This is an optimization exercise on Yosys and OpenROAD, whose aim is small area, not a production implementation.
The RTL was checked by simulation tests, not by an equivalence proof against the original design.
Power and IR drop assume default switching activity.

### design/flow/design.v
module DE1_SoC (CLOCK_50, reset, HEX0, KEY, SW, GPIO_1);
	input  logic CLOCK_50;
	input  logic reset;
	output logic [6:0] HEX0;
	input  logic [3:0] KEY;
	input  logic [1:0] SW;
	output logic [35:0] GPIO_1;
	function automatic logic [3:0] lane_a(input logic [3:0] r);
		logic r6;
		r6 = (r == 4'd6);
		lane_a = {r6, 1'b0, r6, r6 | (r == 4'd7) | (r == 4'd11) | (r == 4'd12) | (r == 4'd13) | (r == 4'd14)};
	endfunction
	function automatic logic [3:0] lane_b(input logic [3:0] r);
		lane_b = {(r == 4'd3) | (r == 4'd7) | (r == 4'd12) | (r == 4'd13) | (r == 4'd14),
		          r == 4'd5, r == 4'd2, r == 4'd1};
	endfunction
	logic [3:0] b0, bF, bP;
	always_ff @(posedge CLOCK_50) begin
		if (reset) begin
			b0 <= 4'b0; bF <= 4'b0; bP <= 4'b0;
		end else begin
			b0 <= ~KEY; bF <= b0; bP <= bF;
		end
	end
	logic [3:0] pulse;
	assign pulse = bP & ~bF;    
	logic [9:0] cnt;
	logic [3:0] rot;
	logic shift;
	always_comb begin
		case (SW)
			2'd0: shift = &cnt[9:5] & cnt[3];                  
			2'd1: shift = cnt >= 10'd500;
			2'd2: shift = cnt >= 10'd200;
			default: shift = cnt >= 10'd100;
		endcase
	end
	always_ff @(posedge CLOCK_50) begin
		if (reset) begin
			cnt <= 10'd0; rot <= 4'd0;
		end else if (shift) begin
			cnt <= 10'd0; rot <= rot + 4'd1;
		end else begin
			cnt <= cnt + 10'd1;
		end
	end
	logic [3:0] frogRow, frogCol;
	logic hit, mid, vps;
	logic [3:0] fA, fB;
	logic [1:0] ra, rb, ra2;
	assign ra = rot[3:2];
	assign rb = rot[1:0];
	assign ra2 = ra + {1'b0, |rb};    
	assign fA = lane_a(frogRow);
	assign fB = lane_b(frogRow);
	assign hit = ((frogCol[1:0] == rb) & fA[frogCol[3:2] - ra])
	           | ((frogCol[1:0] + 2'd1 == rb) & fB[frogCol[3:2] - ra2]);
	always_ff @(posedge CLOCK_50) begin
		if (reset | mid | hit) begin
			frogRow <= 4'd0; frogCol <= 4'd7;
		end else begin
			if (pulse[2] && frogRow != 4'd15)      frogRow <= frogRow + 4'd1;
			else if (pulse[1] && frogRow != 4'd0)  frogRow <= frogRow - 4'd1;
			if (pulse[3] && frogCol != 4'd15)      frogCol <= frogCol + 4'd1;
			else if (pulse[0] && frogCol != 4'd0)  frogCol <= frogCol - 4'd1;
		end
	end
	logic atBottom, inc;
	logic [3:0] score;
	assign atBottom = (frogRow == 4'd15);
	assign inc = ~vps & atBottom;
	always_ff @(posedge CLOCK_50) begin
		mid <= vps;
		vps <= ~(reset | mid) & inc;
		if (inc) score <= score + 4'd1;
		else if (reset) score <= 4'd0;
	end
	always_comb begin
		case (score)
			4'd0: HEX0 = 7'b1000000;
			4'd2: HEX0 = 7'b1111001;
			4'd4: HEX0 = 7'b0100100;
			4'd6: HEX0 = 7'b0110000;
			default: HEX0 = 7'b1111111;
		endcase
	end
	logic [3:0] rs;
	always_ff @(posedge CLOCK_50) begin
		if (reset) rs <= 4'd0;
		else rs <= rs + 4'd1;
	end
	logic [15:0] red;
	logic [3:0] sA, sB, Ar, Br;
	assign sA = lane_a(rs);
	assign sB = lane_b(rs);
	always_comb begin
		for (int p = 0; p < 4; p++) begin
			Ar[p] = sA[2'(p - ra)];
			Br[p] = sB[2'(p - ra2)];
		end
		for (int p = 0; p < 4; p++)
			for (int q = 0; q < 4; q++)
				red[4*p+q] = ((2'(q) == rb) & Ar[p]) | ((2'(q+1) == rb) & Br[p]);
	end
	always_comb begin
		GPIO_1[35:32] = rs;
		for (int i = 0; i < 16; i++) begin
			GPIO_1[31-i] = (frogRow == rs) && (frogCol == i[3:0]);
			GPIO_1[15-i] = red[i];
		end
	end
endmodule
### design/flow/run.sh
#!/bin/bash
# synth_recipe.tcl (not shown) runs the flow's synth.tcl, then flattens the netlist and writes it again
# the make line also repeats each setting of config.mk as NAME=value (left out here)
make -C /OpenROAD-flow-scripts/flow DESIGN_CONFIG=/design/flow/config.mk WORK_HOME=/design/flow/orfs CLKGATE_MAP_FILE= SYNTH_SCRIPT=/design/flow/synth_recipe.tcl finish
### design/flow/config.mk
export PLATFORM = sky130hd
export DESIGN_NAME = DE1_SoC
export DESIGN_NICKNAME = DE1_SoC
export VERILOG_FILES = /design/flow/design.v
export SDC_FILE = /design/flow/constraint.sdc
export NUM_CORES = 4
export LEC_CHECK = 0
export CAP_MARGIN = 20
export CORE_MARGIN = 2
export CORE_UTILIZATION = 40
export PLACE_DENSITY = 0.6
export SLEW_MARGIN = 20
### design/flow/constraint.sdc
create_clock -name core_clock -period 8.0 [get_ports {CLOCK_50}]
set_input_delay 1.6000 -clock core_clock [delete_from_list [all_inputs] [get_ports {CLOCK_50}]]
set_output_delay 1.6000 -clock core_clock [all_outputs]
set_load 0.01 [all_outputs]
==> out/summary.md, run 1 <==
- run status: timing/DRC/antenna clean
- floorplan die width: 89.0 um
- number of global-route vias before repair: 2109
- biggest area contributors in the synthesized netlist: sky130_fd_sc_hd__dfxtp_1 28%, sky130_fd_sc_hd__ha_1 11%, sky130_fd_sc_hd__nor2_1 7.5%
- worst setup timing slack at the placement stage: 3.36 ns
- Synth Area per Inst: 8.19 um^2
- type of origin of the critical path: register
- type of the tightest min-delay check: reg2reg
- switching power of the nets: 0.114 mW
- largest area contributor in the synthesized netlist: sky130_fd_sc_hd__dfxtp_1
- pin count of the biggest net entering global routing: 25
- Crit Path Max Fanout: 10
- Achievable Freq: 201 MHz
- Post-Route WL: 5960 um
- total power after layout: 0.468 mW
- dominant combinational cell family by area after synthesis: simple AND/OR/NAND/NOR gates
- post-route fraction of the period consumed by the critical path: 62.1%
- weighted congestion reported at the end of routability-driven placement: 0.817
- area taken by multi-input logic gates: 1800 um^2
- number of hold buffers added after cts: 0
- Register Area: 921 um^2
- worst-case vdd ir drop: 0.113 mV
- fill count: 698
- Routed WL per cell: 12.1 um
- fraction of the mapped netlist area in simple logic gates: 26.6%
- final setup TNS: 0 ns
- instance count of the mapped netlist: 353
- number of endpoints failing setup at the final stage: 0
- CTS Buf Count: 5
- number of cells on the worst hold path: 0
- worst-case setup margin in the final layout: 3.04 ns
- design internal power: 0.354 mW
- pins over their slew limit: 0
- fin crit period: 4.96 ns
- net count of the mapped netlist: 386
- boundary pin count: 51
- instance area at placement: 3430 um^2
- buffers inserted during post-CTS setup optimization: 0
- launch instance of the worst min-delay path: vps
- end point of the worst hold path: mid
- sequential-to-total area share from yosys stat: 31.8%
- adder-cell share of the synthesized area: 10.8%
- die height: 89.0 um
- area fraction in compound gates after synthesis: 13.5%
- DIE AREA: 7930 um^2
- root buffer selected by CTS: sky130_fd_sc_hd__clkbuf_8
- FF-to-FF Start: rot[0]
- post-route design area: 3540 um^2
- XOR/XNOR Fraction of Synth Area: 10.0%
- remaining antenna violation count: 0
- end of the worst register-to-register path: frogCol[0]
- RSZ-0062 raised after global routing: no
- count of final hold-check violations: 0
- share of cell area taken by muxes after synthesis: 1.38%
- most used flip-flop cell after synthesis: sky130_fd_sc_hd__dfxtp_1
- maxcap violations: 0
- Max H-tree Level: 2
- Placement Rows: 31
- Post-Route Hold Slack: 0.352 ns
- total of flip-flops plus latches after synthesis: 44
- power density normalized to cell area: 132 nW/um^2
- overall track demand over capacity in global routing: 15.2%
- initial cell density of the core: 40.5%
- maximum clock path buffer count: 2
- post-synthesis instance area: 2890 um^2
- detailed-route via count: 2435
- type of the worst setup path: reg2out
- Layout area overhead: 22.3%
- DRC Markers: 0
- highest-count cells in the layout ignoring fill and taps: 58 x sky130_fd_sc_hd__nor2_1, 50 x sky130_fd_sc_hd__clkdlybuf4s50_1, 40 x sky130_fd_sc_hd__dfxtp_1, 25 x sky130_fd_sc_hd__ha_1, 22 x sky130_fd_sc_hd__inv_1
- global-route wire length before repair: 9700 um
- antenna diode count: 0
- post-layout instance count excluding filler cells: 491
- Logic pwr share: 14.0%
- CTS clock-pin slew for the worst setup and hold paths: 0.08 ns
- Resized Gates After CTS: 0
- HPWL reported at the end of detailed placement: 4480 um
- drt first pass iters: 5
- reg2reg setup slack: 4.96 ns
- post-placement cell count: 483
- leading cell type in the layout, fill and taps excluded: sky130_fd_sc_hd__nor2_1
- required time reported for the critical path endpoint: 6.40 ns
- beginning of the critical path: rot[0]
- antenna violations before repair: 0
- total of buffers placed on input and output ports: 50
- share of flip-flops with an asynchronous set or reset after synthesis: 0%
- type of element capturing the critical path: primary output
- mean number of vias per cell: 4.96
- clock skew after layout: 0.00299 ns
- Arr. time, crit path: 3.36 ns
- net switching fraction of the power: 24.3%
- part of the power in registers: 50.9%
- Core ar.: 7140 um^2
- cell leakage power: 1.38 nW
- Slew headroom: 41.5%
- clock group share of total power: 35.1%
- Register-to-Register Path Depth: 10
- number of synthesized flops with an enable pin: 4
- starting DRC count in detailed routing: 102
- slew of the pin with the lowest slew margin: 0.870 ns
- share of cells above drive strength 1: 3.83%
- share of the synthesized area in the top cell type: 27.7%
- end-of-flow core utilization: 49.6%
- total number of clock tree sinks: 44
- Synth warnings: 1
- final global-route overflow total: 0
- number of nets in the finished design: 424
- later-pin clock latency in the skew report: 0.29 ns
- TritonCTS clock tree: built
- distinct cell type count after synthesis: 51
==> critical path: stages (launching register included) <==
cell                              delay [ns]
sky130_fd_sc_hd__dfxtp_1                0.36
sky130_fd_sc_hd__inv_1                  0.13
sky130_fd_sc_hd__ha_1                   0.38
sky130_fd_sc_hd__inv_1                  0.08
sky130_fd_sc_hd__ha_1                   0.41
sky130_fd_sc_hd__or3b_2                 0.47
sky130_fd_sc_hd__a21oi_1                0.19
sky130_fd_sc_hd__nor3_1                 0.08
sky130_fd_sc_hd__nor2_1                 0.25
sky130_fd_sc_hd__a22o_1                 0.20
sky130_fd_sc_hd__clkdlybuf4s50_1        0.53
==> synthesized netlist by cell type, drive strengths merged (2+ instances only) <==
cell,n
a22oi,2
ha,25
a211oi,2
nor3b,2
dfxtp,40
and2,2
clkbuf,11
o31ai,2
nor4,2
a221oi,2
a22o,16
a31o,2
xnor2,18
nand2,20
nand3,10
nor2b,14
nor2,58
a21oi,9
xor2,13
edfxtp,4
and3,3
or2,3
nand4,2
or3b,2
nand3b,3
nand2b,10
mux2i,4
nor3,19
inv,22
or3,3
buf,8
o21ai,7
==> how the worst max path moves through the flow <==
stage | endpoint | slack, ns
3_5_place_dp | GPIO_1[13] | 3.36
4_1_cts | GPIO_1[13] | 3.02
5_1_grt | GPIO_1[7] | 2.82
6_report | GPIO_1[15] | 3.04
3_3_place_gp | GPIO_1[15] | 3.46
2_1_floorplan | GPIO_1[4] | 3.96
==> final cells by class <==
| cell class | instances | area share (%) |
|---|---|---|
| clock buffer | 6 | 2.05 |
| clock inverter | 2 | 0.990 |
| inverter | 22 | 2.33 |
| multi-input combinational | 268 | 51.0 |
| sequential | 44 | 26.0 |
| tap | 99 | 3.50 |
| timing repair buffer | 50 | 14.1 |
==> registers in the layout (all words and copies together) (netlist names) <==
| signal | cells |
|---|---|
| frogCol | 4 |
| score | 4 |
| cnt | 10 |
| bF | 4 |
| vps | 1 |
| bP | 4 |
| rot | 4 |
| mid | 1 |
| rs | 4 |
| b0 | 4 |
| frogRow | 4 |
==> per-layer routing <==
metal | share of wire, % | up-vias | wire, um | track usage (%)
met5 | 0 | - | 0 | 0
met4 | 0.54 | 0 | 32 | 3.93
met3 | 2.7 | 5 | 163 | 3.05
met2 | 48 | 30 | 2850 | 26.0
met1 | 49 | 1131 | 2910 | 19.8
li1 | - | 1269 | - | -
==> kinds of logic (layout without fill, tap and decap cells) <==
family / Yosys count / after routing
multiplexers: 4 / 4
AO/OA/AOI/OAI: 53 / 53
adder cells (fa/ha/maj): 25 / 25
flip-flops: 44 / 44
XOR/XNOR: 31 / 31
buffers and inverters: 41 / 80
AND/OR/NAND/NOR: 155 / 155
==> power by group through the flow <==
stage	Sequential (mW)	Clock, mW	Combinational, mW
floorplan	0.240	0	0.0429
global placement	0.243	0	0.0651
detailed placement	0.243	0	0.0658
CTS	0.238	0.171	0.0661
global route	0.240	0.179	0.0733
finish	0.238	0.164	0.0656
==> run 2: changes to the inputs <==
--- a/design/flow/config.mk
+++ b/design/flow/config.mk
@@ -7,2 +7,3 @@
 export LEC_CHECK = 0
+export ABC_AREA = 1
 export CAP_MARGIN = 20
==> run 2 against run 1 <==
Critical path depth did not move. Highest routed layer unchanged. Power fell by 0.96%. First-iteration DRC count fell by 7.8%. Sequential power barely moved. Combinational power rose by 25%. Final cell count rose by 22%. Critical path type unchanged. Utilization rose by 0.98 points. Fmax rose by 9.9%. Via count rose by 16%. Die area rose by 5.5%. Sequential share of layout area fell by 1.2 points.
==> out/summary.md, run 2 <==
- Routed WL per cell: 11.3 um
- number of global-route vias before repair: 2640
- fin crit period: 4.52 ns
- share of cells above drive strength 1: 3.59%
- clock group share of total power: 30.6%
- share of flip-flops with an asynchronous set or reset after synthesis: 0%
- Max H-tree Level: 2
- design internal power: 0.337 mW
- die height: 91.4 um
- number of endpoints failing setup at the final stage: 0
- remaining antenna violation count: 0
- clock skew after layout: 0.00394 ns
- end of the worst register-to-register path: frogRow[2]
- antenna diode count: 0
- worst-case vdd ir drop: 0.0816 mV
- net count of the mapped netlist: 489
- most instantiated cells after synthesis: 109 x sky130_fd_sc_hd__nand2_1, 65 x sky130_fd_sc_hd__nor2_1, 55 x sky130_fd_sc_hd__inv_1
- HPWL reported at the end of detailed placement: 5330 um
- post-route fraction of the period consumed by the critical path: 56.5%
- cell leakage power: 1.69 nW
- initial cell density of the core: 41.7%
- worst setup timing slack at the placement stage: 3.80 ns
- end-of-flow core utilization: 50.6%
- pin count of the biggest net entering global routing: 23
- DIE AREA: 8360 um^2
- Resized Gates After CTS: 0
- FF-to-FF Start: rot[0]
- buffers inserted during post-CTS setup optimization: 0
- DRC Markers: 0
- met3 usage in global routing: 3.07%
- later-pin clock latency in the skew report: 0.29 ns
- dominant cell by count in the synthesized netlist: sky130_fd_sc_hd__nand2_1
- floorplan die width: 91.4 um
- TritonCTS clock tree: built
- type of element capturing the critical path: primary output
- Achievable Freq: 221 MHz
- Post-Route WL: 6750 um
- Core ar.: 7330 um^2
- run status: timing/DRC/antenna clean
- Register-to-Register Path Depth: 12
- pins over their slew limit: 0
- most used flip-flop cell after synthesis: sky130_fd_sc_hd__dfxtp_1
- Placement Rows: 31
- share of the synthesized area in the top cell type: 26.2%
- total of buffers placed on input and output ports: 50
- number of nets in the finished design: 533
- overall track demand over capacity in global routing: 17.0%
- sequential-to-total area share from yosys stat: 30.1%
- largest area contributor in the synthesized netlist: sky130_fd_sc_hd__dfxtp_1
- maximum clock path buffer count: 2
- boundary pin count: 51
- final global-route overflow total: 0
- CTS Buf Count: 5
- biggest area contributors in the synthesized netlist: sky130_fd_sc_hd__dfxtp_1 26%, sky130_fd_sc_hd__nand2_1 13%, sky130_fd_sc_hd__ha_1 10%
- detailed-route via count: 2815
- type of the tightest min-delay check: reg2reg
- switching power of the nets: 0.127 mW
- maxcap violations: 0
- required time reported for the critical path endpoint: 6.40 ns
- mean number of vias per cell: 4.69
- total of flip-flops plus latches after synthesis: 44
- number of cells on the worst hold path: 0
- type of origin of the critical path: register
- Arr. time, crit path: 2.92 ns
- root buffer selected by CTS: sky130_fd_sc_hd__clkbuf_8
- launch instance of the worst min-delay path: vps
- post-synthesis instance area: 3060 um^2
- worst-case setup margin in the final layout: 3.48 ns
- Post-Route Hold Slack: 0.352 ns
- CTS clock-pin slew for the worst setup and hold paths: 0.08 ns
- leading cell type in the layout, fill and taps excluded: sky130_fd_sc_hd__nand2_1
- instance count of the mapped netlist: 456
- count of final hold-check violations: 0
- type of the worst setup path: reg2out
- reg2reg setup slack: 5.53 ns
- highest-count cells in the layout ignoring fill and taps: 109 x sky130_fd_sc_hd__nand2_1, 65 x sky130_fd_sc_hd__nor2_1, 55 x sky130_fd_sc_hd__inv_1, 50 x sky130_fd_sc_hd__clkdlybuf4s50_1, 47 x sky130_fd_sc_hd__nand3_1
- Logic pwr share: 17.8%
- met2 demand-to-capacity share in global routing: 28.9%
- part of the power in registers: 51.7%
- Slew headroom: 44.8%
- flip-flop count of the largest register, all copies and words added: 10
- end point of the worst hold path: mid
- global-route wire length before repair: 11800 um
- antenna violations before repair: 0
- net switching fraction of the power: 27.3%
- Crit Path Max Fanout: 9
- weighted congestion reported at the end of routability-driven placement: 0.870
- distinct cell type count after synthesis: 31
- drt first pass iters: 4
- met1 routing resource usage after global routing: 21.9%
- slew of the pin with the lowest slew margin: 0.826 ns
- Synth Area per Inst: 6.71 um^2
- total power after layout: 0.463 mW
- final setup TNS: 0 ns
- largest reg by FF count: cnt
- starting DRC count in detailed routing: 94
- number of hold buffers added after cts: 0
- total number of clock tree sinks: 44
- Layout area overhead: 21.2%
- number of synthesized flops with an enable pin: 4
- Synth warnings: 1
- power density normalized to cell area: 125 nW/um^2
- RSZ-0062 raised after global routing: no
- GRT busiest layer: met2
run 2: worst max-delay path by stage:
stage,start,end
6_report,rot[0],GPIO_1[13]
5_1_grt,rot[0],GPIO_1[13]
4_1_cts,rot[0],GPIO_1[14]
3_5_place_dp,rot[0],GPIO_1[14]
3_3_place_gp,rot[1],GPIO_1[13]
2_1_floorplan,rot[1],GPIO_1[12]
run 2: metal layers:
layer  part of all wire (%)  wire length (um)
met1                     49              3340
met2                     46              3080
met3                    4.0               271
met4                   0.98                66
met5                      0                 0
run 2: logic make-up (layout without fill, tap and decap cells):
group | after synthesis | count (layout) | share of synthesized area (%)
XOR/XNOR | 26 | 26 | 7.45
buffers and inverters | 70 | 115 | 9.17
AND/OR/NAND/NOR | 246 | 246 | 34.6
AO/OA/AOI/OAI | 45 | 45 | 8.47
flip-flops | 44 | 44 | 30.1
adder cells (fa/ha/maj) | 25 | 25 | 10.2
run 2: layout make-up:
type	instances	area (um^2)
timing repair buffer	50	500
tap	99	124
fill	737	3620
sequential	44	921
multi-input combinational	342	1860
clock buffer	8	90.1
inverter	57	214
run 2: power by group through the flow:
stage          Sequential, mW  Combinational (mW)  Clock (mW)
4_1_cts                 0.239              0.0830       0.150
5_1_grt                 0.241              0.0934       0.157
6_report                0.239              0.0823       0.142
3_5_place_dp            0.245              0.0827           0
2_1_floorplan           0.241              0.0558           0
3_3_place_gp            0.245              0.0815           0
run 2: critical path, stage by stage, from the launching register on:
cell and delay [ns]:
sky130_fd_sc_hd__dfxtp_1 0.38, sky130_fd_sc_hd__inv_1 0.13, sky130_fd_sc_hd__ha_1 0.36, sky130_fd_sc_hd__inv_1 0.08, sky130_fd_sc_hd__ha_1 0.42, sky130_fd_sc_hd__inv_1 0.15, sky130_fd_sc_hd__xor2_1 0.20, sky130_fd_sc_hd__o211ai_1 0.18
sky130_fd_sc_hd__nand3_1 0.11, sky130_fd_sc_hd__nand2_1 0.09, sky130_fd_sc_hd__clkdlybuf4s50_1 0.53
run 2: through the flow:
step	cell area, um^2	cells
after floorplan	3060	456
after global placement	3620	592
after detailed placement	3620	592
after CTS	3710	600
after global routing	3710	600
final	3710	600
==> run 3: changes to the inputs <==
--- a/design/flow/design.v
+++ b/design/flow/design.v
@@ -16,12 +16,12 @@
 	endfunction
-	logic [3:0] b0, bF, bP;
+	logic [3:0] b0, b1n, b2;
+	logic [3:0] nrst;
+	assign nrst = {4{~reset}};
 	always_ff @(posedge CLOCK_50) begin
-		if (reset) begin
-			b0 <= 4'b0; bF <= 4'b0; bP <= 4'b0;
-		end else begin
-			b0 <= ~KEY; bF <= b0; bP <= bF;
-		end
+		b0  <= ~KEY & nrst;
+		b1n <= ~(b0 & nrst);
+		b2  <= ~b1n & nrst;
 	end
 	logic [3:0] pulse;
-	assign pulse = bP & ~bF;    
+	assign pulse = b2 & b1n;    
 	logic [9:0] cnt;
@@ -38,9 +38,5 @@
 	always_ff @(posedge CLOCK_50) begin
-		if (reset) begin
-			cnt <= 10'd0; rot <= 4'd0;
-		end else if (shift) begin
-			cnt <= 10'd0; rot <= rot + 4'd1;
-		end else begin
-			cnt <= cnt + 10'd1;
-		end
+		if (reset | shift) cnt <= 10'd0;
+		else cnt <= cnt + 10'd1;
+		rot <= (rot + {3'b0, shift}) & {4{~reset}};
 	end
@@ -57,2 +53,16 @@
 	           | ((frogCol[1:0] + 2'd1 == rb) & fB[frogCol[3:2] - ra2]);
+	logic rInc, rDec, cInc, cDec;
+	logic [3:0] rt, ct;
+	assign rInc = pulse[2] & ~&frogRow;
+	assign rDec = pulse[1] & |frogRow & ~rInc;
+	assign cInc = pulse[3] & ~&frogCol;
+	assign cDec = pulse[0] & |frogCol & ~cInc;
+	always_comb begin
+		rt[0] = rInc | rDec;
+		ct[0] = cInc | cDec;
+		for (int i = 1; i < 4; i++) begin
+			rt[i] = rt[i-1] & (frogRow[i-1] ^ rDec);
+			ct[i] = ct[i-1] & (frogCol[i-1] ^ cDec);
+		end
+	end
 	always_ff @(posedge CLOCK_50) begin
@@ -61,6 +71,4 @@
 		end else begin
-			if (pulse[2] && frogRow != 4'd15)      frogRow <= frogRow + 4'd1;
-			else if (pulse[1] && frogRow != 4'd0)  frogRow <= frogRow - 4'd1;
-			if (pulse[3] && frogCol != 4'd15)      frogCol <= frogCol + 4'd1;
-			else if (pulse[0] && frogCol != 4'd0)  frogCol <= frogCol - 4'd1;
+			frogRow <= frogRow ^ rt;
+			frogCol <= frogCol ^ ct;
 		end
@@ -74,4 +82,3 @@
 		vps <= ~(reset | mid) & inc;
-		if (inc) score <= score + 4'd1;
-		else if (reset) score <= 4'd0;
+		score <= (score + {3'b0, inc}) & {4{inc | ~reset}};
 	end
--- a/design/flow/config.mk
+++ b/design/flow/config.mk
@@ -7,3 +7,2 @@
 export LEC_CHECK = 0
-export ABC_AREA = 1
 export CAP_MARGIN = 20
==> run 3 against run 2 <==
Still clean. Wire length fell by 9.7%. Worst setup slack got worse by 0.25 ns. Critical path depth fell by 2. Utilization fell by 1.5 points. Cell area fell by 4.4%. Critical endpoint is now GPIO_1[5].
==> out/summary.md, run 3 <==
- Routed WL per cell: 12.5 um
- area fraction in compound gates after synthesis: 15.2%
- worst-case vdd ir drop: 0.100 mV
- CTS Buf Count: 5
- number of endpoints failing setup at the final stage: 0
- final setup TNS: 0 ns
- number of nets in the finished design: 413
- reg2reg setup slack: 5.23 ns
- initial cell density of the core: 41.2%
- number of global-route vias before repair: 2339
- number of hold buffers added after cts: 0
- CTS clock-pin slew for the worst setup and hold paths: 0.09 ns
- distinct cell type count after synthesis: 63
- share of cell area taken by muxes after synthesis: 1.05%
- power density normalized to cell area: 131 nW/um^2
- final global-route overflow total: 0
- end of the worst register-to-register path: frogRow[0]
- DIE AREA: 8130 um^2
- antenna diode count: 0
- remaining antenna violation count: 0
- total of flip-flops plus latches after synthesis: 44
- Placement Rows: 31
- adder-cell share of the synthesized area: 7.16%
- root buffer selected by CTS: sky130_fd_sc_hd__clkbuf_8
- flip-flop count of the largest register, all copies and words added: 10
- Post-Route WL: 6100 um
- share of flip-flops with an asynchronous set or reset after synthesis: 0%
- pin count of the biggest net entering global routing: 35
- weighted congestion reported at the end of routability-driven placement: 0.790
- pins over their slew limit: 0
- share of cells above drive strength 1: 9.25%
- Achievable Freq: 210 MHz
- fraction of the mapped netlist area in simple logic gates: 30.3%
- maxcap violations: 0
- required time reported for the critical path endpoint: 6.40 ns
- Arr. time, crit path: 3.17 ns
- switching power of the nets: 0.119 mW
- DRC Markers: 0
- met3 usage in global routing: 2.43%
- number of cells on the worst hold path: 0
- biggest area contributors in the synthesized netlist: sky130_fd_sc_hd__dfxtp_1 30%, sky130_fd_sc_hd__ha_1 7.2%, sky130_fd_sc_hd__nor2_1 5.9%
- most instantiated cells after synthesis: 47 x sky130_fd_sc_hd__nor2_1, 44 x sky130_fd_sc_hd__dfxtp_1, 24 x sky130_fd_sc_hd__nand2_1
- post-synthesis instance area: 2970 um^2
- GRT busiest layer: met2
- cell leakage power: 1.33 nW
- run status: timing/DRC/antenna clean
- clock skew after layout: 0.0101 ns
- mean number of vias per cell: 5.22
- Synth warnings: 1
- instance count of the mapped netlist: 354
- net count of the mapped netlist: 379
- clock group share of total power: 37.9%
- Register-to-Register Path Depth: 8
- type of element capturing the critical path: primary output
- largest reg by FF count: cnt
- maximum clock path buffer count: 2
- boundary pin count: 51
- total of buffers placed on input and output ports: 50
- design internal power: 0.346 mW
- Max H-tree Level: 2
- global-route wire length before repair: 10600 um
- largest area contributor in the synthesized netlist: sky130_fd_sc_hd__dfxtp_1
- Slew headroom: 43.0%
- type of the tightest min-delay check: reg2reg
- XOR/XNOR Fraction of Synth Area: 9.09%
- RSZ-0062 raised after global routing: no
- number of synthesized flops with an enable pin: 0
- Synth Area per Inst: 8.39 um^2
- dominant combinational cell family by area after synthesis: simple AND/OR/NAND/NOR gates
- type of the worst setup path: reg2out
- total number of clock tree sinks: 44
- Core ar.: 7210 um^2
- part of the power in registers: 50.1%
- Resized Gates After CTS: 0
- leading cell type in the layout, fill and taps excluded: sky130_fd_sc_hd__clkdlybuf4s50_1
- HPWL reported at the end of detailed placement: 4490 um
- starting DRC count in detailed routing: 122
- fill count: 712
- share of the synthesized area in the top cell type: 29.6%
- type of origin of the critical path: register
- overall track demand over capacity in global routing: 15.2%
- met2 demand-to-capacity share in global routing: 25.9%
- Crit Path Max Fanout: 12
- end-of-flow core utilization: 49.1%
- slew of the pin with the lowest slew margin: 0.855 ns
- met1 routing resource usage after global routing: 19.5%
- fin crit period: 4.77 ns
- detailed-route via count: 2548
- end point of the worst hold path: mid
- sequential-to-total area share from yosys stat: 29.6%
- highest-count cells in the layout ignoring fill and taps: 50 x sky130_fd_sc_hd__clkdlybuf4s50_1, 47 x sky130_fd_sc_hd__nor2_1, 44 x sky130_fd_sc_hd__dfxtp_1, 24 x sky130_fd_sc_hd__nand2_1, 17 x sky130_fd_sc_hd__ha_1
- floorplan die width: 90.2 um
- dominant cell by count in the synthesized netlist: sky130_fd_sc_hd__nor2_1
- later-pin clock latency in the skew report: 0.30 ns
- buffers inserted during post-CTS setup optimization: 0
- antenna violations before repair: 0
- Logic pwr share: 12.1%
- drt first pass iters: 4
- die height: 90.2 um
- launch instance of the worst min-delay path: vps
- TritonCTS clock tree: built
- Layout area overhead: 19.2%
- most used flip-flop cell after synthesis: sky130_fd_sc_hd__dfxtp_1
- FF-to-FF Start: rot[1]
- count of final hold-check violations: 0
- post-route fraction of the period consumed by the critical path: 59.6%
- net switching fraction of the power: 25.5%
run 3: kinds of logic after synthesis:
| family | Yosys count |
|---|---|
| AO/OA/AOI/OAI | 65 |
| XOR/XNOR | 30 |
| adder cells (fa/ha/maj) | 17 |
| buffers and inverters | 37 |
| flip-flops | 44 |
| multiplexers | 3 |
| AND/OR/NAND/NOR | 158 |
run 3: cell type report:
| class | instances | area, um^2 | area share (%) |
|---|---|---|---|
| tap | 99 | 124 | 3.50 |
| multi-input combinational | 273 | 1870 | 52.7 |
| clock buffer | 5 | 68.8 | 1.94 |
| inverter | 13 | 48.8 | 1.38 |
| clock inverter | 3 | 46.3 | 1.31 |
| sequential | 44 | 881 | 24.9 |
| timing repair buffer | 51 | 508 | 14.3 |
run 3: how the worst max path moves through the flow:
stage,to,start,cells after the start,slack (ns)
5_1_grt,GPIO_1[12],rot[1],8,3.02
6_report,GPIO_1[5],rot[1],8,3.23
3_3_place_gp,GPIO_1[12],rot[1],8,3.66
4_1_cts,GPIO_1[5],rot[1],8,3.24
3_5_place_dp,GPIO_1[5],rot[1],8,3.59
2_1_floorplan,GPIO_1[12],rot[1],10,4.09
run 3: critical path, cell delays in order (launching register included):
cell and delay, ns:
sky130_fd_sc_hd__dfxtp_1 0.43, sky130_fd_sc_hd__or2_2 0.41, sky130_fd_sc_hd__ha_1 0.50, sky130_fd_sc_hd__mux2_2 0.39, sky130_fd_sc_hd__a21oi_1 0.19, sky130_fd_sc_hd__a21oi_1 0.08, sky130_fd_sc_hd__a21oi_2 0.24, sky130_fd_sc_hd__o22ai_1 0.12
sky130_fd_sc_hd__clkdlybuf4s50_1 0.50
run 3: power groups by stage:
stage / clock network [mW] / logic [mW] / registers [mW]
finish: 0.176 / 0.0562 / 0.233
global route: 0.191 / 0.0629 / 0.234
CTS: 0.182 / 0.0568 / 0.233
detailed placement: 0 / 0.0565 / 0.238
global placement: 0 / 0.0558 / 0.238
floorplan: 0 / 0.0387 / 0.235
run 3: layer usage:
metal	vias to the layer above	wire length, um
met4	0	101
met1	1175	2930
met5	-	0
met2	55	2820
met3	11	244
li1	1307	-
run 3: through the flow:
step	hold slack (ns)	area, um^2	std cells	worst slack, ns	total power [mW]
3_3_place_gp	0.328	3430	480	3.66	0.294
6_report	0.353	3540	488	3.23	0.465
4_1_cts	0.355	3540	488	3.24	0.472
5_1_grt	0.354	3540	488	3.02	0.488
3_5_place_dp	0.332	3430	480	3.59	0.295
2_1_floorplan	0.325	2970	354	4.09	0.274
==> run 4: changes to the inputs <==
--- a/design/flow/config.mk
+++ b/design/flow/config.mk
@@ -10,2 +10,4 @@
 export CORE_UTILIZATION = 40
+export CTS_CLUSTER_DIAMETER = 300
+export CTS_CLUSTER_SIZE = 50
 export PLACE_DENSITY = 0.6
==> run 4 against run 3 <==
Cell area unchanged. Die area unchanged. Sequential power barely moved. Sequential cell count unchanged. Count of clock-buffer cells in the layout did not move. Final cell count unchanged. Critical path depth did not move. Utilization unchanged. Synthesized cell count is the same. Combinational power hardly changed. Power unchanged. Critical path type unchanged. Highest routed layer unchanged.
==> out/summary.md, run 4 <==
- number of nets in the finished design: 413
- type of the worst setup path: reg2out
- run status: timing/DRC/antenna clean
- instance count of the mapped netlist: 354
- total of buffers placed on input and output ports: 50
- share of the synthesized area in the top cell type: 29.6%
- final global-route overflow total: 0
- worst-case vdd ir drop: 0.100 mV
- Core ar.: 7210 um^2
- total number of clock tree sinks: 44
- remaining antenna violation count: 0
- detailed-route via count: 2548
- count of final hold-check violations: 0
- sequential-to-total area share from yosys stat: 29.6%
- Achievable Freq: 210 MHz
- drt first pass iters: 4
- leading cell type in the layout, fill and taps excluded: sky130_fd_sc_hd__clkdlybuf4s50_1
- post-placement cell count: 480
- end-of-flow core utilization: 49.1%
- reg2reg setup slack: 5.23 ns
- worst-case setup margin in the final layout: 3.23 ns
- later-pin clock latency in the skew report: 0.30 ns
- Register-to-Register Path Depth: 8
- Post-Route WL: 6100 um
- DRC Markers: 0
- maxcap violations: 0
- FF-to-FF Start: rot[1]
- initial cell density of the core: 41.2%
- power density normalized to cell area: 131 nW/um^2
- fill count: 712
- buffers inserted during post-CTS setup optimization: 0
- dominant cell by count in the synthesized netlist: sky130_fd_sc_hd__nor2_1
- Arr. time, crit path: 3.17 ns
- end of the worst register-to-register path: frogRow[0]
- post-route fraction of the period consumed by the critical path: 59.6%
- weighted congestion reported at the end of routability-driven placement: 0.790
- Slew headroom: 43.0%
- DIE AREA: 8130 um^2
- HPWL reported at the end of detailed placement: 4490 um
- Resized Gates After CTS: 0
- global-route wire length before repair: 10600 um
- Layout area overhead: 19.2%
- end point of the worst hold path: mid
- number of endpoints failing setup at the final stage: 0
- biggest area contributors in the synthesized netlist: sky130_fd_sc_hd__dfxtp_1 30%, sky130_fd_sc_hd__ha_1 7.2%, sky130_fd_sc_hd__nor2_1 5.9%
- most instantiated cells after synthesis: 47 x sky130_fd_sc_hd__nor2_1, 44 x sky130_fd_sc_hd__dfxtp_1, 24 x sky130_fd_sc_hd__nand2_1
- CTS Buf Count: 5
- worst setup timing slack at the placement stage: 3.59 ns
- Routed WL per cell: 12.5 um
- Max H-tree Level: 2
- type of the tightest min-delay check: reg2reg
- maximum clock path buffer count: 2
- clock skew after layout: 0.0101 ns
- Crit Path Max Fanout: 12
- largest area contributor in the synthesized netlist: sky130_fd_sc_hd__dfxtp_1
- area taken by multi-input logic gates: 1870 um^2
- type of origin of the critical path: register
- distinct cell type count after synthesis: 63
- number of cells on the worst hold path: 0
- Register Area: 881 um^2
- overall track demand over capacity in global routing: 15.2%
- post-layout instance count excluding filler cells: 488
- highest-count cells in the layout ignoring fill and taps: 50 x sky130_fd_sc_hd__clkdlybuf4s50_1, 47 x sky130_fd_sc_hd__nor2_1, 44 x sky130_fd_sc_hd__dfxtp_1, 24 x sky130_fd_sc_hd__nand2_1, 17 x sky130_fd_sc_hd__ha_1
- mean number of vias per cell: 5.22
- most used flip-flop cell after synthesis: sky130_fd_sc_hd__dfxtp_1
- number of global-route vias before repair: 2339
- number of synthesized flops with an enable pin: 0
- Synth Area per Inst: 8.39 um^2
- CTS clock-pin slew for the worst setup and hold paths: 0.09 ns
- launch instance of the worst min-delay path: vps
- net count of the mapped netlist: 379
- antenna violations before repair: 0
- root buffer selected by CTS: sky130_fd_sc_hd__clkbuf_8
- Placement Rows: 31
- floorplan die width: 90.2 um
- pins over their slew limit: 0
- die height: 90.2 um
- required time reported for the critical path endpoint: 6.40 ns
- share of flip-flops with an asynchronous set or reset after synthesis: 0%
- largest reg by FF count: cnt
- cell leakage power: 1.33 nW
- instance area at placement: 3430 um^2
- share of cells above drive strength 1: 9.25%
- slew of the pin with the lowest slew margin: 0.855 ns
- RSZ-0062 raised after global routing: no
- total of flip-flops plus latches after synthesis: 44
- TritonCTS clock tree: built
- boundary pin count: 51
- starting DRC count in detailed routing: 122
- pin count of the biggest net entering global routing: 35
- flip-flop count of the largest register, all copies and words added: 10
- post-route design area: 3540 um^2
- post-synthesis instance area: 2970 um^2
- fin crit period: 4.77 ns
- number of hold buffers added after cts: 0
- final setup TNS: 0 ns
- antenna diode count: 0
- type of element capturing the critical path: primary output
- Synth warnings: 1
## run 4: cell counts in the layout (fill, tap and decap cells not counted)
Identical to the previous run, type by type.
## run 4: cell families (layout without fill, tap and decap cells)
group,count (synthesis),in the layout,share of synthesized area (%)
AOI/OAI and AO/OA,65,65,15.2
xor gates and xnor gates,30,30,9.10
adders and majority gates,17,17,7.16
buffers and inverters,37,72,7.58
DFF,44,44,29.6
muxes,3,3,1.05
and+or+nand+nor,158,158,30.3
## run 4: worst max path at each step
stage | startpoint | end | slack, ns | cells past startpoint
CTS | rot[1] | GPIO_1[5] | 3.24 | 8
floorplan | rot[1] | GPIO_1[12] | 4.09 | 10
detailed placement | rot[1] | GPIO_1[5] | 3.59 | 8
global placement | rot[1] | GPIO_1[12] | 3.66 | 8
finish | rot[1] | GPIO_1[5] | 3.23 | 8
global route | rot[1] | GPIO_1[12] | 3.02 | 8
## run 4: layer usage
| metal | vias to the layer above | track usage, % | share of wire [%] | routed length (um) |
|---|---|---|---|---|
| li1 | 1307 | - | - | - |
| met1 | 1175 | 19.5 | 48 | 2930 |
| met2 | 55 | 25.9 | 46 | 2820 |
| met3 | 11 | 2.43 | 4.0 | 244 |
| met4 | 0 | 5.51 | 1.7 | 101 |
| met5 | - | 0 | 0 | 0 |
## run 4: final cells by class
type | count | share of cell area [%]
multi-input cells | 273 | 52.7
repair buffers | 51 | 14.3
clock inverters | 3 | 1.31
clock buffers | 5 | 1.94
inverters | 13 | 1.38
well taps | 99 | 3.50
flip-flops and latches | 44 | 24.9
## run 4: critical path, stage by stage, from the launching register on
cell,delay [ns]
sky130_fd_sc_hd__dfxtp_1,0.43
sky130_fd_sc_hd__or2_2,0.41
sky130_fd_sc_hd__ha_1,0.50
sky130_fd_sc_hd__mux2_2,0.39
sky130_fd_sc_hd__a21oi_1,0.19
sky130_fd_sc_hd__a21oi_1,0.08
sky130_fd_sc_hd__a21oi_2,0.24
sky130_fd_sc_hd__o22ai_1,0.12
sky130_fd_sc_hd__clkdlybuf4s50_1,0.50
## run 4: report_power, final
part | switching (mW) | internal, mW | total [mW] | leakage, nW
registers | 0.00794 | 0.225 | 0.233 | 0.358
clock network | 0.0818 | 0.0941 | 0.176 | 0.0548
logic | 0.0288 | 0.0274 | 0.0562 | 0.920
## run 4: stage by stage
| stage | hold WS, ns | total power [mW] |
|---|---|---|
| 3_5_place_dp | 0.332 | 0.295 |
| 2_1_floorplan | 0.325 | 0.274 |
| 3_3_place_gp | 0.328 | 0.294 |
| 6_report | 0.353 | 0.465 |
| 5_1_grt | 0.354 | 0.488 |
| 4_1_cts | 0.355 | 0.472 |
==> run 5: changes to the inputs <==
==> design/flow/flow/run.sh (new file) <==
#!/bin/bash
# Layout flow: the standard ORFS flow (standard.sh) with three changes.
#  1. After the standard synthesis, the combinational logic is re-mapped for area with
#     ABC (flow/resyn.tcl); the registers are left as that synthesis made them. Several
#     ABC scripts are tried and the netlist with the smallest cell area is kept.
#  2. Port buffers use sky130_fd_sc_hd__buf_1 (every port still gets its buffer).
#  3. Clock tree synthesis inserts no dummy loads.
# Each tool's output goes to a log file of its own in the work folder.
set -euo pipefail
WORK=$PWD
export BUFFER_PORTS_ARGS="-buffer_cell sky130_fd_sc_hd__buf_1"
export CTS_ARGS="-sink_clustering_enable -repair_clock_nets -dont_use_dummy_load -buf_list {sky130_fd_sc_hd__clkbuf_2 sky130_fd_sc_hd__clkbuf_4}"

bash standard.sh synth > log_1_standard_synth.log 2>&1

RES=$WORK/orfs/results/$FLOW_PLATFORM/DE1_SoC/base
YOSYS=$FLOW_HOME/../tools/install/yosys/bin/yosys
[[ -x $YOSYS ]] || YOSYS=yosys
export RESYN_LIB=$FLOW_HOME/platforms/$FLOW_PLATFORM/lib/sky130_fd_sc_hd__tt_025C_1v80.lib
export RESYN_DONTUSE="$(tr '\n' ' ' < $WORK/flow/dont_use.txt)"
cp $RES/1_2_yosys.v $WORK/std_1_2_yosys.v
export RESYN_IN=$WORK/std_1_2_yosys.v

mkdir -p $WORK/resyn
best=""; bestarea=""
pids=()
for s in $WORK/flow/abc_*.script; do
  n=$(basename $s .script)
  ( RESYN_SCRIPT=$s RESYN_OUT=$WORK/resyn/$n.v timeout 900 $YOSYS -c $WORK/flow/resyn.tcl > $WORK/log_2_resyn_$n.log 2>&1 || true ) &
  pids+=($!)
done
wait "${pids[@]}"
for s in $WORK/flow/abc_*.script; do
  n=$(basename $s .script)
  [[ -f $WORK/resyn/$n.v.stat ]] || continue
  a=$(sed -n "s/.*Chip area for top module.*: *//p" $WORK/resyn/$n.v.stat)
  [[ -n $a ]] || continue
  echo "$n $a" >> $WORK/resyn/areas.txt
  if [[ -z $bestarea ]] || awk "BEGIN{exit !($a < $bestarea)}"; then best=$n; bestarea=$a; fi
done
if [[ -n $best ]]; then
  echo "using $best ($bestarea)" >> $WORK/resyn/areas.txt
  cp $WORK/resyn/$best.v $RES/1_2_yosys.v
  rm -f $RES/1_synth.odb $RES/1_synth.sdc
fi

bash standard.sh > log_3_standard_layout.log 2>&1
==> design/flow/flow/abc_a.script (new file) <==
&get -n
&deepsyn -T 30
&put
strash
dch -f
amap
topo
==> design/flow/flow/abc_b.script (new file) <==
&get -n
&deepsyn -T 30
&put
strash
dch -f
map -a
topo
==> design/flow/flow/abc_c.script (new file) <==
strash
dch -f
amap
topo
==> design/flow/flow/abc_d.script (new file) <==
strash
dc2
dc2
dch -f
map -a
strash
dch -f
map -a
topo
==> design/flow/flow/dont_use.txt (new file) <==
sky130_fd_sc_hd__probe_p_8
sky130_fd_sc_hd__probec_p_8
sky130_fd_sc_hd__lpflow_bleeder_1
sky130_fd_sc_hd__lpflow_clkbufkapwr_1
sky130_fd_sc_hd__lpflow_clkbufkapwr_16
sky130_fd_sc_hd__lpflow_clkbufkapwr_2
sky130_fd_sc_hd__lpflow_clkbufkapwr_4
sky130_fd_sc_hd__lpflow_clkbufkapwr_8
sky130_fd_sc_hd__lpflow_clkinvkapwr_1
sky130_fd_sc_hd__lpflow_clkinvkapwr_16
sky130_fd_sc_hd__lpflow_clkinvkapwr_2
sky130_fd_sc_hd__lpflow_clkinvkapwr_4
sky130_fd_sc_hd__lpflow_clkinvkapwr_8
sky130_fd_sc_hd__lpflow_decapkapwr_12
sky130_fd_sc_hd__lpflow_decapkapwr_3
sky130_fd_sc_hd__lpflow_decapkapwr_4
sky130_fd_sc_hd__lpflow_decapkapwr_6
sky130_fd_sc_hd__lpflow_decapkapwr_8
sky130_fd_sc_hd__lpflow_inputiso0n_1
sky130_fd_sc_hd__lpflow_inputiso0p_1
sky130_fd_sc_hd__lpflow_inputiso1n_1
sky130_fd_sc_hd__lpflow_inputiso1p_1
sky130_fd_sc_hd__lpflow_inputisolatch_1
sky130_fd_sc_hd__lpflow_isobufsrc_1
sky130_fd_sc_hd__lpflow_isobufsrc_16
sky130_fd_sc_hd__lpflow_isobufsrc_2
sky130_fd_sc_hd__lpflow_isobufsrc_4
sky130_fd_sc_hd__lpflow_isobufsrc_8
sky130_fd_sc_hd__lpflow_isobufsrckapwr_16
sky130_fd_sc_hd__lpflow_lsbuf_lh_hl_isowell_tap_1
sky130_fd_sc_hd__lpflow_lsbuf_lh_hl_isowell_tap_2
sky130_fd_sc_hd__lpflow_lsbuf_lh_hl_isowell_tap_4
sky130_fd_sc_hd__lpflow_lsbuf_lh_isowell_4
sky130_fd_sc_hd__lpflow_lsbuf_lh_isowell_tap_1
sky130_fd_sc_hd__lpflow_lsbuf_lh_isowell_tap_2
sky130_fd_sc_hd__lpflow_lsbuf_lh_isowell_tap_4
==> design/flow/flow/resyn.tcl (new file) <==
# Re-map the combinational logic of the standard synthesis netlist for area.
# Registers stay as they are: same instances, names and cell types.
# env: RESYN_IN, RESYN_OUT, RESYN_SCRIPT, RESYN_LIB, RESYN_DONTUSE
yosys -import
read_liberty -ignore_miss_func $::env(RESYN_LIB)
foreach m [list sky130_fd_sc_hd__dfxtp_1 sky130_fd_sc_hd__conb_1] {
  setattr -mod -set keep_hierarchy 1 $m
}
read_verilog $::env(RESYN_IN)
hierarchy -top $::env(FLOW_TOP)
flatten
opt_clean -purge
set du {}
foreach c $::env(RESYN_DONTUSE) { lappend du -dont_use $c }
abc -script $::env(RESYN_SCRIPT) -liberty $::env(RESYN_LIB) {*}$du
splitnets
opt_clean -purge
hilomap -singleton -hicell sky130_fd_sc_hd__conb_1 HI -locell sky130_fd_sc_hd__conb_1 LO
insbuf -buf sky130_fd_sc_hd__buf_1 A X
opt_clean -purge
check
tee -o $::env(RESYN_OUT).stat stat -liberty $::env(RESYN_LIB)
blackbox sky130_fd_sc_hd__dfxtp_1 sky130_fd_sc_hd__conb_1
write_verilog -noattr -nohex -nodec $::env(RESYN_OUT)
==> design/flow/standard.sh (new file) <==
#!/bin/bash
# synth_recipe.tcl (not shown) runs the flow's synth.tcl, then flattens the netlist and writes it again
# the make line also repeats each setting of config.mk as NAME=value (left out here)
make -C /OpenROAD-flow-scripts/flow DESIGN_CONFIG=/design/flow/config.mk WORK_HOME=/design/flow/orfs CLKGATE_MAP_FILE= SYNTH_SCRIPT=/design/flow/synth_recipe.tcl "${@:-finish}"
--- a/design/flow/config.mk
+++ b/design/flow/config.mk
@@ -10,4 +10,2 @@
 export CORE_UTILIZATION = 40
-export CTS_CLUSTER_DIAMETER = 300
-export CTS_CLUSTER_SIZE = 50
 export PLACE_DENSITY = 0.6
removed: design/flow/run.sh
==> run 5 against run 4 <==
Combinational power is 5.9% lower. Final cell count is 7.8% lower. Critical path depth is 2 higher. Wire length is 16% lower.
==> out/summary.md, run 5 <==
- Resized Gates After CTS: 0
- Post-Route Hold Slack: 0.383 ns
- FF-to-FF Start: frogRow[0]
- run status: timing/DRC/antenna clean
- CTS clock-pin slew for the worst setup and hold paths: 0.11 ns
- Logic pwr share: 14.1%
- required time reported for the critical path endpoint: 6.40 ns
- type of the tightest min-delay check: reg2reg
- Arr. time, crit path: 2.63 ns
- end-of-flow core utilization: 46.7%
- slew of the pin with the lowest slew margin: 0.622 ns
- final setup TNS: 0 ns
- boundary pin count: 51
- instance count of the mapped netlist: 327
- DIE AREA: 6210 um^2
- net count of the mapped netlist: 335
- pin count of the biggest net entering global routing: 19
- weighted congestion reported at the end of routability-driven placement: 0.816
- type of element capturing the critical path: primary output
- HPWL reported at the end of detailed placement: 4000 um
- maxcap violations: 0
- share of cells above drive strength 1: 1.59%
- initial cell density of the core: 41.2%
- cell leakage power: 0.845 nW
- clock group share of total power: 24.6%
- drt first pass iters: 4
- switching power of the nets: 0.102 mW
- flip-flop count of the largest register, all copies and words added: 10
- end of the worst register-to-register path: frogCol[3]
- die height: 78.8 um
- Achievable Freq: 236 MHz
- post-synthesis instance area: 2240 um^2
- post-layout instance count excluding filler cells: 450
- Synth Area per Inst: 6.85 um^2
- design internal power: 0.274 mW
- end point of the worst hold path: b1n[2]
- Layout area overhead: 13.6%
- post-route fraction of the period consumed by the critical path: 52.9%
- Slew headroom: 58.2%
- CTS Buf Count: 5
- RSZ-0062 raised after global routing: no
- count of final hold-check violations: 0
- type of origin of the critical path: register
- number of hold buffers added after cts: 0
- TritonCTS clock tree: built
- total number of clock tree sinks: 44
- Placement Rows: 27
- number of endpoints failing setup at the final stage: 0
- launch instance of the worst min-delay path: b0[2]
- final global-route overflow total: 0
- Register-to-Register Path Depth: 10
- DRC Markers: 0
- type of the worst setup path: reg2out
- net switching fraction of the power: 27.1%
- Max H-tree Level: 2
- remaining antenna violation count: 0
- later-pin clock latency in the skew report: 0.34 ns
- Synth warnings: 1
- detailed-route via count: 2336
- number of cells on the worst hold path: 1
- Post-Route WL: 5120 um
- Crit Path Max Fanout: 14
- antenna violations before repair: 0
- Routed WL per cell: 11.4 um
- global-route wire length before repair: 8760 um
- largest reg by FF count: cnt
- starting DRC count in detailed routing: 85
- number of global-route vias before repair: 1953
- post-placement cell count: 445
- reg2reg setup slack: 5.18 ns
- buffers inserted during post-CTS setup optimization: 0
- part of the power in registers: 61.3%
- mean number of vias per cell: 5.19
- worst-case vdd ir drop: 0.0939 mV
- pins over their slew limit: 0
- fin crit period: 4.23 ns
- total of buffers placed on input and output ports: 50
- power density normalized to cell area: 148 nW/um^2
- antenna diode count: 0
- Core ar.: 5440 um^2
- leading cell type in the layout, fill and taps excluded: sky130_fd_sc_hd__nor2_1
- number of nets in the finished design: 388
- clock skew after layout: 0.0121 ns
- root buffer selected by CTS: sky130_fd_sc_hd__clkbuf_4
- overall track demand over capacity in global routing: 17.3%
- floorplan die width: 78.8 um
- highest-count cells in the layout ignoring fill and taps: 82 x sky130_fd_sc_hd__nor2_1, 50 x sky130_fd_sc_hd__buf_1, 44 x sky130_fd_sc_hd__dfxtp_1, 39 x sky130_fd_sc_hd__clkinv_1, 34 x sky130_fd_sc_hd__nand2_1
- maximum clock path buffer count: 2
run 5: power groups by stage:
stage / registers, mW / clock network (mW) / logic, mW
after CTS: 0.230 / 0.0974 / 0.0532
after floorplan: 0.234 / 0 / 0.0380
final: 0.230 / 0.0924 / 0.0529
after detailed placement: 0.236 / 0 / 0.0529
after global placement: 0.235 / 0 / 0.0527
after global routing: 0.232 / 0.104 / 0.0600
run 5: area by class of cell:
cell class | count | area, um^2
Inverter | 39 | 146
Timing Repair Buffer | 51 | 195
Sequential cell | 44 | 881
Multi-Input combinational cell | 239 | 1190
Tap cell | 72 | 90.1
Fill cell | 602 | 2900
Clock buffer | 5 | 37.5
run 5: worst max-delay path, stage by stage, from the launching register on:
cell and delay, ns:
sky130_fd_sc_hd__dfxtp_1 0.46, sky130_fd_sc_hd__nor2_1 0.24, sky130_fd_sc_hd__clkinv_1 0.16, sky130_fd_sc_hd__o32ai_1 0.31, sky130_fd_sc_hd__nor2_1 0.07, sky130_fd_sc_hd__a21oi_1 0.25
sky130_fd_sc_hd__clkinv_1 0.13, sky130_fd_sc_hd__or2_0 0.24, sky130_fd_sc_hd__o22a_1 0.19, sky130_fd_sc_hd__nor2_1 0.09, sky130_fd_sc_hd__buf_1 0.16
run 5: how the worst max path moves through the flow:
stage / slack (ns) / endpoint / cells past startpoint / startpoint
floorplan: 4.54 / GPIO_1[13] / 9 / rot[0]
global placement: 4.18 / GPIO_1[13] / 10 / rot[0]
detailed placement: 4.20 / GPIO_1[13] / 10 / rot[0]
CTS: 3.77 / GPIO_1[13] / 10 / rot[0]
global route: 3.42 / GPIO_1[15] / 10 / rot[0]
finish: 3.77 / GPIO_1[13] / 10 / rot[0]
run 5: stage by stage:
stage	instance area (um^2)	setup slack (ns)	total power, mW
final	2540	3.77	0.376
after global routing	2540	3.42	0.396
after CTS	2540	3.77	0.381
after detailed placement	2500	4.20	0.288
after global placement	2500	4.18	0.288
after floorplan	2240	4.54	0.272
run 5: layer usage:
metal	part of all wire [%]	track usage (%)
met5	0	0
met2	44	27.9
met1	49	22.8
met3	5.3	3.41
met4	1.4	7.02
==> run 6: changes to the inputs <==
--- a/design/flow/flow/run.sh
+++ b/design/flow/flow/run.sh
@@ -11,3 +11,3 @@
 export BUFFER_PORTS_ARGS="-buffer_cell sky130_fd_sc_hd__buf_1"
-export CTS_ARGS="-sink_clustering_enable -repair_clock_nets -dont_use_dummy_load -buf_list {sky130_fd_sc_hd__clkbuf_2 sky130_fd_sc_hd__clkbuf_4}"
+export CTS_ARGS="-sink_clustering_enable -repair_clock_nets -dont_use_dummy_load -sink_clustering_size 50 -sink_clustering_max_diameter 500"
 
==> run 6 against run 5 <==
Final cell count unchanged. Critical path type unchanged. Cell area up 1.2%. Fmax up 2.1%. Largest power group unchanged. Register-to-register slack about the same.
==> out/summary.md, run 6 <==
- reg2reg setup slack: 5.17 ns
- remaining antenna violation count: 0
- Slew headroom: 58.1%
- post-layout instance count excluding filler cells: 450
- number of endpoints failing setup at the final stage: 0
- post-route fraction of the period consumed by the critical path: 51.9%
- drt first pass iters: 4
- Resized Gates After CTS: 0
- CTS Buf Count: 5
- instance count of the mapped netlist: 327
- number of global-route vias before repair: 1953
- Register Area: 881 um^2
- number of nets in the finished design: 388
- Crit Path Max Fanout: 14
- Post-Route Hold Slack: 0.373 ns
- post-synthesis instance area: 2240 um^2
- number of hold buffers added after cts: 0
- type of element capturing the critical path: primary output
- area taken by multi-input logic gates: 1190 um^2
- starting DRC count in detailed routing: 94
- worst-path cell chain: nor2_1 -> clkinv_1 -> o32ai_1 -> nor2_1 -> a21oi_1 -> clkinv_1 -> or2_0 -> o22a_1 -> nor2_1 -> buf_1
- final setup TNS: 0 ns
- count of final hold-check violations: 0
- type of origin of the critical path: register
- pin count of the biggest net entering global routing: 19
- type of the worst setup path: reg2out
- Register-to-Register Path Depth: 10
- run status: timing/DRC/antenna clean
- fin crit period: 4.15 ns
- Routed WL per cell: 11.4 um
- end-of-flow core utilization: 47.3%
- total of buffers placed on input and output ports: 50
- buffers inserted during post-CTS setup optimization: 0
- initial cell density of the core: 41.2%
- Post-Route WL: 5130 um
- die height: 78.8 um
- leading cell type in the layout, fill and taps excluded: sky130_fd_sc_hd__nor2_1
- TritonCTS clock tree: built
- type of the tightest min-delay check: reg2reg
- largest reg by FF count: cnt
- floorplan die width: 78.8 um
- launch instance of the worst min-delay path: b0[0]
- antenna violations before repair: 0
- worst-case vdd ir drop: 0.103 mV
- weighted congestion reported at the end of routability-driven placement: 0.816
- end point of the worst hold path: b1n[0]
- final global-route overflow total: 0
- detailed-route via count: 2328
- maxcap violations: 0
- Layout area overhead: 15.0%
- boundary pin count: 51
- global-route wire length before repair: 8730 um
- Achievable Freq: 241 MHz
- Placement Rows: 27
- later-pin clock latency in the skew report: 0.29 ns
- Synth Area per Inst: 6.85 um^2
- net count of the mapped netlist: 335
- HPWL reported at the end of detailed placement: 4000 um
- pins over their slew limit: 0
- required time reported for the critical path endpoint: 6.40 ns
- clock skew after layout: 0.00901 ns
- root buffer selected by CTS: sky130_fd_sc_hd__clkbuf_8
- share of cells above drive strength 1: 1.59%
- highest-count cells in the layout ignoring fill and taps: 82 x sky130_fd_sc_hd__nor2_1, 50 x sky130_fd_sc_hd__buf_1, 44 x sky130_fd_sc_hd__dfxtp_1, 39 x sky130_fd_sc_hd__clkinv_1, 34 x sky130_fd_sc_hd__nand2_1
- FF-to-FF Start: frogRow[0]
- Core ar.: 5440 um^2
- slew of the pin with the lowest slew margin: 0.623 ns
- RSZ-0062 raised after global routing: no
- cell leakage power: 0.858 nW
- power density normalized to cell area: 157 nW/um^2
- Synth warnings: 1
- flip-flop count of the largest register, all copies and words added: 10
- antenna diode count: 0
- mean number of vias per cell: 5.17
- end of the worst register-to-register path: frogCol[3]
- total number of clock tree sinks: 44
- number of cells on the worst hold path: 1
- DRC Markers: 0
- CP max stage delay: 0.45 ns
- critical path's slowest cell: sky130_fd_sc_hd__dfxtp_1
- overall track demand over capacity in global routing: 17.3%
- maximum clock path buffer count: 2
- most repeated library cell on the critical path: sky130_fd_sc_hd__nor2_1
- total power after layout: 0.405 mW
- DIE AREA: 6210 um^2
- Arr. time, crit path: 2.55 ns
- post-placement cell count: 445
- CTS clock-pin slew for the worst setup and hold paths: 0.08 ns
- fill count: 601
- Max H-tree Level: 2
## run 6: power by group
part	internal, mW	leakage, nW	switching [mW]
Clock	0.0563	0.0359	0.0657
Sequential	0.225	0.359	0.00509
Combinational	0.0190	0.464	0.0339
## run 6: worst max path at each step
stage | from | to | depth (start not counted)
global route | rot[0] | GPIO_1[15] | 10
global placement | rot[0] | GPIO_1[13] | 10
detailed placement | rot[0] | GPIO_1[13] | 10
floorplan | rot[0] | GPIO_1[13] | 9
finish | rot[0] | GPIO_1[13] | 10
CTS | rot[0] | GPIO_1[13] | 10
## run 6: layout make-up
class	instances	area share [%]
Clock buffer	5	2.67
Inverter	39	5.69
Multi-Input combinational cell	239	46.3
Sequential cell	44	34.2
Tap cell	72	3.50
Timing Repair Buffer	51	7.58
## run 6: worst max-delay path, delay by kind of cell (launching register included)
family | cells | cell delay [ns]
AOI/OAI and AO/OA | 3 | 0.74
and+or+nand+nor | 4 | 0.64
DFF | 1 | 0.45
buffers and inverters | 3 | 0.44
## run 6: through the flow
step / area, um^2 / setup WS (ns)
5_1_grt: 2570 / 3.51
2_1_floorplan: 2240 / 4.54
6_report: 2570 / 3.85
3_3_place_gp: 2500 / 4.18
4_1_cts: 2570 / 3.84
3_5_place_dp: 2500 / 4.20
## run 6: metal layers
| layer | global-route usage (%) | wire, um | vias up |
|---|---|---|---|
| met1 | 23.0 | 2530 | 1033 |
| met5 | 0 | 0 | - |
| li1 | - | - | 1238 |
| met4 | 7.54 | 76 | 0 |
| met2 | 27.7 | 2270 | 51 |
| met3 | 3.07 | 251 | 6 |
==> run 7: changes to the inputs <==
--- a/design/flow/flow/run.sh
+++ b/design/flow/flow/run.sh
@@ -11,3 +11,3 @@
 export BUFFER_PORTS_ARGS="-buffer_cell sky130_fd_sc_hd__buf_1"
-export CTS_ARGS="-sink_clustering_enable -repair_clock_nets -dont_use_dummy_load -sink_clustering_size 50 -sink_clustering_max_diameter 500"
+export CTS_ARGS="-sink_clustering_enable -repair_clock_nets -dont_use_dummy_load"
 
==> run 7 against run 6 <==
Still clean on timing, DRC and antenna. Sequential share of layout area unchanged. Synthesized cell count unchanged. Count of clock-buffer cells in the layout unchanged. Critical path type unchanged. Sequential cell count unchanged. Clock power about the same. Sequential power about the same. Wire length unchanged. Cell area unchanged. Non-clock buffer count unchanged.
==> out/summary.md, run 7 <==
- number of global-route vias before repair: 1953
- CTS clock-pin slew for the worst setup and hold paths: 0.08 ns
- Layout area overhead: 15.0%
- Slew headroom: 58.1%
- highest-count cells in the layout ignoring fill and taps: 82 x sky130_fd_sc_hd__nor2_1, 50 x sky130_fd_sc_hd__buf_1, 44 x sky130_fd_sc_hd__dfxtp_1, 39 x sky130_fd_sc_hd__clkinv_1, 34 x sky130_fd_sc_hd__nand2_1
- Synth Area per Inst: 6.85 um^2
- later-pin clock latency in the skew report: 0.29 ns
- remaining antenna violation count: 0
- end of the worst register-to-register path: frogCol[3]
- Core ar.: 5440 um^2
- type of the worst setup path: reg2out
- launch instance of the worst min-delay path: b0[0]
- worst setup timing slack at the placement stage: 4.20 ns
- floorplan die width: 78.8 um
- Achievable Freq: 241 MHz
- worst-case setup margin in the final layout: 3.85 ns
- instance area at placement: 2500 um^2
- antenna violations before repair: 0
- CTS Buf Count: 5
- TritonCTS clock tree: built
- root buffer selected by CTS: sky130_fd_sc_hd__clkbuf_8
- DIE AREA: 6210 um^2
- total power after layout: 0.405 mW
- Routed WL per cell: 11.4 um
- largest reg by FF count: cnt
- Crit Path Max Fanout: 14
- initial cell density of the core: 41.2%
- Synth warnings: 1
- leading cell type in the layout, fill and taps excluded: sky130_fd_sc_hd__nor2_1
- run status: timing/DRC/antenna clean
- overall track demand over capacity in global routing: 17.3%
- type of the tightest min-delay check: reg2reg
- type of element capturing the critical path: primary output
- final setup TNS: 0 ns
- number of nets in the finished design: 388
- flip-flop count of the largest register, all copies and words added: 10
- number of endpoints failing setup at the final stage: 0
- number of hold buffers added after cts: 0
- HPWL reported at the end of detailed placement: 4000 um
- pins over their slew limit: 0
- maxcap violations: 0
- detailed-route via count: 2328
- starting DRC count in detailed routing: 94
- worst-path cell chain: nor2_1 -> clkinv_1 -> o32ai_1 -> nor2_1 -> a21oi_1 -> clkinv_1 -> or2_0 -> o22a_1 -> nor2_1 -> buf_1
- count of final hold-check violations: 0
- weighted congestion reported at the end of routability-driven placement: 0.816
- final global-route overflow total: 0
- post-synthesis instance area: 2240 um^2
- pin count of the biggest net entering global routing: 19
- worst-case vdd ir drop: 0.103 mV
- instance count of the mapped netlist: 327
- CP max stage delay: 0.45 ns
- clock skew after layout: 0.00901 ns
- critical path's slowest cell: sky130_fd_sc_hd__dfxtp_1
- Placement Rows: 27
- reg2reg setup slack: 5.17 ns
- required time reported for the critical path endpoint: 6.40 ns
- total number of clock tree sinks: 44
- end point of the worst hold path: b1n[0]
- Resized Gates After CTS: 0
- post-route fraction of the period consumed by the critical path: 51.9%
- DRC Markers: 0
- cell leakage power: 0.858 nW
- power density normalized to cell area: 157 nW/um^2
- Register-to-Register Path Depth: 10
- number of cells on the worst hold path: 1
- post-route design area: 2570 um^2
- mean number of vias per cell: 5.17
- Max H-tree Level: 2
- buffers inserted during post-CTS setup optimization: 0
- slew of the pin with the lowest slew margin: 0.623 ns
- Post-Route WL: 5130 um
- share of cells above drive strength 1: 1.59%
- type of origin of the critical path: register
- maximum clock path buffer count: 2
- net count of the mapped netlist: 335
- fin crit period: 4.15 ns
- global-route wire length before repair: 8730 um
- antenna diode count: 0
- most repeated library cell on the critical path: sky130_fd_sc_hd__nor2_1
- total of buffers placed on input and output ports: 50
- fill count: 601
- boundary pin count: 51
- drt first pass iters: 4
- FF-to-FF Start: frogRow[0]
- RSZ-0062 raised after global routing: no
- die height: 78.8 um
- Arr. time, crit path: 2.55 ns
run 7: stage by stage:
step           utilization (%)  std cells  hold slack, ns
2_1_floorplan                -        327           0.351
3_3_place_gp              46.1        445           0.354
3_5_place_dp              46.1        445           0.355
4_1_cts                   47.3        450           0.371
5_1_grt                   47.3        450           0.387
6_report                  47.3        450           0.373
run 7: final cells by class:
cell class / instances / area [um^2] / share of cell area, %
multi-input cells: 239 / 1190 / 46.3
flip-flops and latches: 44 / 881 / 34.2
repair buffers: 51 / 195 / 7.58
inverters: 39 / 146 / 5.69
well taps: 72 / 90.1 / 3.50
clock buffers: 5 / 68.8 / 2.67
run 7: power breakdown:
group | internal, mW | switching [mW]
Sequential | 0.225 | 0.00509
Clock | 0.0563 | 0.0657
Combinational | 0.0190 | 0.0339
Total | 0.301 | 0.105
run 7: worst max-delay path, delay by kind of cell (launching register included):
kind / cells / cell delay, ns
buffers and inverters: 3 / 0.44
DFF: 1 / 0.45
and+or+nand+nor: 4 / 0.64
AOI/OAI and AO/OA: 3 / 0.74
run 7: worst max-delay path by stage:
stage / from / to
floorplan: rot[0] / GPIO_1[13]
global placement: rot[0] / GPIO_1[13]
detailed placement: rot[0] / GPIO_1[13]
CTS: rot[0] / GPIO_1[13]
global route: rot[0] / GPIO_1[15]
finish: rot[0] / GPIO_1[13]
run 7: metal layers:
layer | wire, um | up-vias | track usage [%]
li1 | - | 1238 | -
met1 | 2530 | 1033 | 23.0
met2 | 2270 | 51 | 27.7
met3 | 251 | 6 | 3.07
met4 | 76 | 0 | 7.54
met5 | 0 | - | 0

==> separate check: timing with driven ports <==
How much do the figures lean on ideal ports? The routed layouts below were timed once more, with nothing changed but the port constraints.
Step 1 assumes that a clkbuf_16 drives the clock port and a buf_2 every other input.
Step 2 moves the port delays by t, midway between the first and last clock arrival at a register: inputs arrive t later, outputs are due t later. That takes back most of the time a late clock gives input paths.
a / b / c = ideal ports / drivers / drivers and shift; a / b = the first two.
run | shift t [ns] | setup slack, ns | hold slack, ns | worst setup path after step 2 | worst slew at a driven data input, ns
run 1 | 0.314 | 3.036 / 3.009 / 3.322 | 0.352 / 0.352 / 0.352 | register to output | 0.04
run 2 | 0.317 | 3.482 / 3.455 / 3.772 | 0.352 / 0.352 / 0.352 | register to output | 0.03
run 3 | 0.326 | 3.233 / 3.205 / 3.531 | 0.353 / 0.353 / 0.353 | register to output | 0.03
run 4 | 0.326 | 3.233 / 3.205 / 3.531 | 0.353 / 0.353 / 0.353 | register to output | 0.03
run 5 | 0.362 | 3.766 / 3.741 / 4.103 | 0.383 / 0.383 / 0.383 | register to output | 0.03
run 6 | 0.310 | 3.851 / 3.823 / 4.134 | 0.373 / 0.373 / 0.373 | register to output | 0.03
run 7 | 0.310 | 3.851 / 3.823 / 4.134 | 0.373 / 0.373 / 0.373 | register to output | 0.03
After both steps every run listed still meets setup and hold.
